What follows belongs to an exercise in optimizing a design on an open flow for small area, a short achievable clock period and few clock cycles; a production flow would make more cautious choices.
The RTL was checked by simulation tests, not by an equivalence proof against the original design.
Power and IR drop assume default switching activity.

==> flow/design.v <==
module microprocessor(
					input [7:0]data_in,
					input Enter,
					input Reset,
					input Clock,
					input testStart,
					input prog_we,
					input [4:0]prog_addr,
					output [7:0]dataOut,
					output Halt,
					output in_wait);
reg [7:0]  mem [0:31];
reg [3:0]  pcl;		 
reg [7:0]  pch;		 
reg [2:0]  op;		 
reg        f_ld, f_st, f_ari, f_in, f_hlt, f_jz, f_jp;	 
reg [31:0] ado;		 
reg        iv;		 
reg        m0_stale;	 
reg [7:0]  a;
reg        halt_o, wait_o;	 
reg [7:0] d;		 
reg [7:0] f;		 
reg       fwd;		 
integer k;
always @(*) begin
	d = 8'd0;
	f = 8'd0;
	fwd = 1'b0;
	for (k = 0; k < 32; k = k + 1) begin
		d = d | (mem[k] & {8{ado[k]}});
		f = f | (mem[k] & {8{pcl[k % 4] & pch[k / 4]}});
		fwd = fwd | (ado[k] & pcl[k % 4] & pch[k / 4]);
	end
end
wire taken  = (f_jz & a == 8'd0) | (f_jp & ~a[7]);
wire hold   = f_hlt | (f_in & ~(Enter & iv));
wire run    = ~Reset & ~m0_stale;		 
wire step   = run & ~hold;
wire [7:0] x = a ^ {8{op[0]}};
wire [7:0] g0 = x & d;
wire [7:0] p0 = x ^ d;
wire [7:0] g1, p1, g2, p2, g3;
genvar j;
generate
	for (j = 0; j < 8; j = j + 1) begin : pre
		if (j >= 1) begin
			assign g1[j] = g0[j] | (p0[j] & g0[j-1]);
			assign p1[j] = p0[j] & p0[j-1];
		end else begin
			assign g1[j] = g0[j];
			assign p1[j] = p0[j];
		end
		if (j >= 2) begin
			assign g2[j] = g1[j] | (p1[j] & g1[j-2]);
			assign p2[j] = p1[j] & p1[j-2];
		end else begin
			assign g2[j] = g1[j];
			assign p2[j] = p1[j];
		end
		if (j >= 4)
			assign g3[j] = g2[j] | (p2[j] & g2[j-4]);
		else
			assign g3[j] = g2[j];
	end
endgenerate
wire [7:0] carry = {g3[6:0], 1'b0};
wire [7:0] sum = p0 ^ carry ^ {8{op[0]}};
assign dataOut = a;
assign Halt    = halt_o;
assign in_wait = wait_o;
wire [7:0] a_next = f_ld ? d : (f_ari ? sum : data_in);
wire       a_load = step & (f_ld | f_ari | f_in);
wire [7:0] ir_next = ~run ? mem[0] : (taken ? d : (f_st & fwd ? a : f));
wire       ir_load = ~run | ~hold;
always @(posedge Clock or posedge Reset)
	if (Reset) begin
		iv     <= 1'b0;
		halt_o <= 1'b0;
		wait_o <= 1'b0;
	end else begin
		iv <= 1'b1;
		if (ir_load) begin
			halt_o <= ir_next[7:5] == 3'd7;
			wait_o <= ir_next[7:5] == 3'd4;
		end else begin
			halt_o <= f_hlt;
			wait_o <= f_in;
		end
	end
always @(posedge Clock)
	if (Reset)
		a <= 8'd0;
	else if (a_load)
		a <= a_next;
reg [3:0] tl;
reg [7:0] th;
always @(*) begin
	tl = 4'd0;
	th = 8'd0;
	for (k = 0; k < 32; k = k + 1) begin
		tl[k % 4] = tl[k % 4] | ado[k];
		th[k / 4] = th[k / 4] | ado[k];
	end
end
wire [3:0] bl = taken ? tl : pcl;	 
wire [7:0] bh = taken ? th : pch;
always @(posedge Clock) begin
	m0_stale <= Reset & (testStart | (prog_we & prog_addr == 5'd0));
	if (Reset) begin
		pcl <= 4'b0010;
		pch <= 8'b00000001;
	end else if (step) begin
		pcl <= {bl[2:0], bl[3]};
		pch <= bl[3] ? {bh[6:0], bh[7]} : bh;
	end
	if (ir_load) begin
		op  <= ir_next[7:5];
		f_ld  <= ir_next[7:5] == 3'd0;
		f_st  <= ir_next[7:5] == 3'd1;
		f_ari <= ir_next[7:6] == 2'b01;
		f_in  <= ir_next[7:5] == 3'd4;
		f_jz  <= ir_next[7:5] == 3'd5;
		f_jp  <= ir_next[7:5] == 3'd6;
		f_hlt <= ir_next[7:5] == 3'd7;
		ado <= 32'd1 << ir_next[4:0];
	end
end
function [7:0] boot;
	input [4:0] n;
	case (n)
	5'd0:  boot = 8'h80; 5'd1:  boot = 8'h3E; 5'd2:  boot = 8'h80; 5'd3:  boot = 8'h3F;
	5'd4:  boot = 8'h1E; 5'd5:  boot = 8'h7F; 5'd6:  boot = 8'hB0; 5'd7:  boot = 8'hCC;
	5'd8:  boot = 8'h1F; 5'd9:  boot = 8'h7E; 5'd10: boot = 8'h3F; 5'd11: boot = 8'hC4;
	5'd12: boot = 8'h1E; 5'd13: boot = 8'h7F; 5'd14: boot = 8'h3E; 5'd15: boot = 8'hC4;
	5'd16: boot = 8'h1E; default: boot = 8'hFF;
	endcase
endfunction
wire [7:0] wd = prog_we ? data_in : a;
integer i;
always @(posedge Clock)
	for (i = 0; i < 32; i = i + 1)
		if ((prog_we & prog_addr == i) | (f_st & ado[i] & run))
			mem[i] <= wd;
		else if (testStart & i < 18)
			mem[i] <= boot(i);
endmodule
Settings: LEC_CHECK=0, CAP_MARGIN=20, CORE_MARGIN=2, CORE_UTILIZATION=45, CTS_CLUSTER_DIAMETER=100, CTS_CLUSTER_SIZE=20, SETUP_SLACK_MARGIN=4.0, SLEW_MARGIN=20; clock period 7.0 ns.
run.sh (not shown) runs the stock make flow with config.mk's settings and CLKGATE_MAP_FILE= SYNTH_SCRIPT=/design/flow/synth_recipe.tcl, a recipe that flattens the netlist after the stock synthesis.
The starting point passed the timing, DRC and antenna checks.
Testbench counts at the start, summed over its fixed seeds: cycles 48,466.
Next try:
--- a/flow/design.v
+++ b/flow/design.v
@@ -11,6 +11,5 @@
 					output in_wait);
 reg [7:0]  mem [0:31];
-reg [3:0]  pcl;		 
-reg [7:0]  pch;		 
+reg [31:0] pco;		 
 reg [2:0]  op;		 
 reg        f_ld, f_st, f_ari, f_in, f_hlt, f_jz, f_jp;	 
@@ -30,6 +29,6 @@
 	for (k = 0; k < 32; k = k + 1) begin
 		d = d | (mem[k] & {8{ado[k]}});
-		f = f | (mem[k] & {8{pcl[k % 4] & pch[k / 4]}});
-		fwd = fwd | (ado[k] & pcl[k % 4] & pch[k / 4]);
+		f = f | (mem[k] & {8{pco[k]}});
+		fwd = fwd | (ado[k] & pco[k]);
 	end
 end
@@ -94,25 +93,10 @@
 	else if (a_load)
 		a <= a_next;
-reg [3:0] tl;
-reg [7:0] th;
-always @(*) begin
-	tl = 4'd0;
-	th = 8'd0;
-	for (k = 0; k < 32; k = k + 1) begin
-		tl[k % 4] = tl[k % 4] | ado[k];
-		th[k / 4] = th[k / 4] | ado[k];
-	end
-end
-wire [3:0] bl = taken ? tl : pcl;	 
-wire [7:0] bh = taken ? th : pch;
 always @(posedge Clock) begin
 	m0_stale <= Reset & (testStart | (prog_we & prog_addr == 5'd0));
-	if (Reset) begin
-		pcl <= 4'b0010;
-		pch <= 8'b00000001;
-	end else if (step) begin
-		pcl <= {bl[2:0], bl[3]};
-		pch <= bl[3] ? {bh[6:0], bh[7]} : bh;
-	end
+	if (Reset)
+		pco <= 32'd2;
+	else if (step)
+		pco <= taken ? {ado[30:0], ado[31]} : {pco[30:0], pco[31]};
 	if (ir_load) begin
 		op  <= ir_next[7:5];
Result:
- synthesized cell count went down by 1.1%
- power went up by 9.4%
- cell area went up by 7.0%
- sequential cell count went up by 20
- wire length went up by 10%
- final cell count went up by 1.6%
- hold slack gets worse by 46 ps
- sequential power went up by about 5%
- clock-buffer cell count went up by 3
- worst setup slack gets worse by 130 ps
- global-route usage went up by 1.6 points
- core utilization went up by 2.2 points
- die area went up by 2.4%
Testbench counts after the change, summed over its fixed seeds: cycles 48,466.

[what the ideal ports hide]
How much do the figures lean on ideal ports? The routed layouts below were timed once more, with nothing changed but the port constraints.
Step 1 sets driving cells, clkbuf_16 on the clock port and buf_2 on the other inputs (assumed; they add their load-dependent delay and slew).
Step 2 also shifts input and output timing later by t, the mid clock arrival at the registers, as if the neighbouring blocks saw the same clock.
Three values: ideal ports, drivers, drivers and shift; two values: the first two.
run | t (ns) | slack for setup (ns) | hold WS [ns]
the first run | 0.602 | 3.882 / 3.882 / 3.416 | 0.563 / 0.563 / 0.563
the second run | 0.616 | 3.748 / 3.748 / 3.347 | 0.517 / 0.517 / 0.517
After both steps setup and hold are still met in every run listed. The setup slack of the first run, which loses most, moves by 0.000 ns with the drivers and by -0.466 ns with both steps.
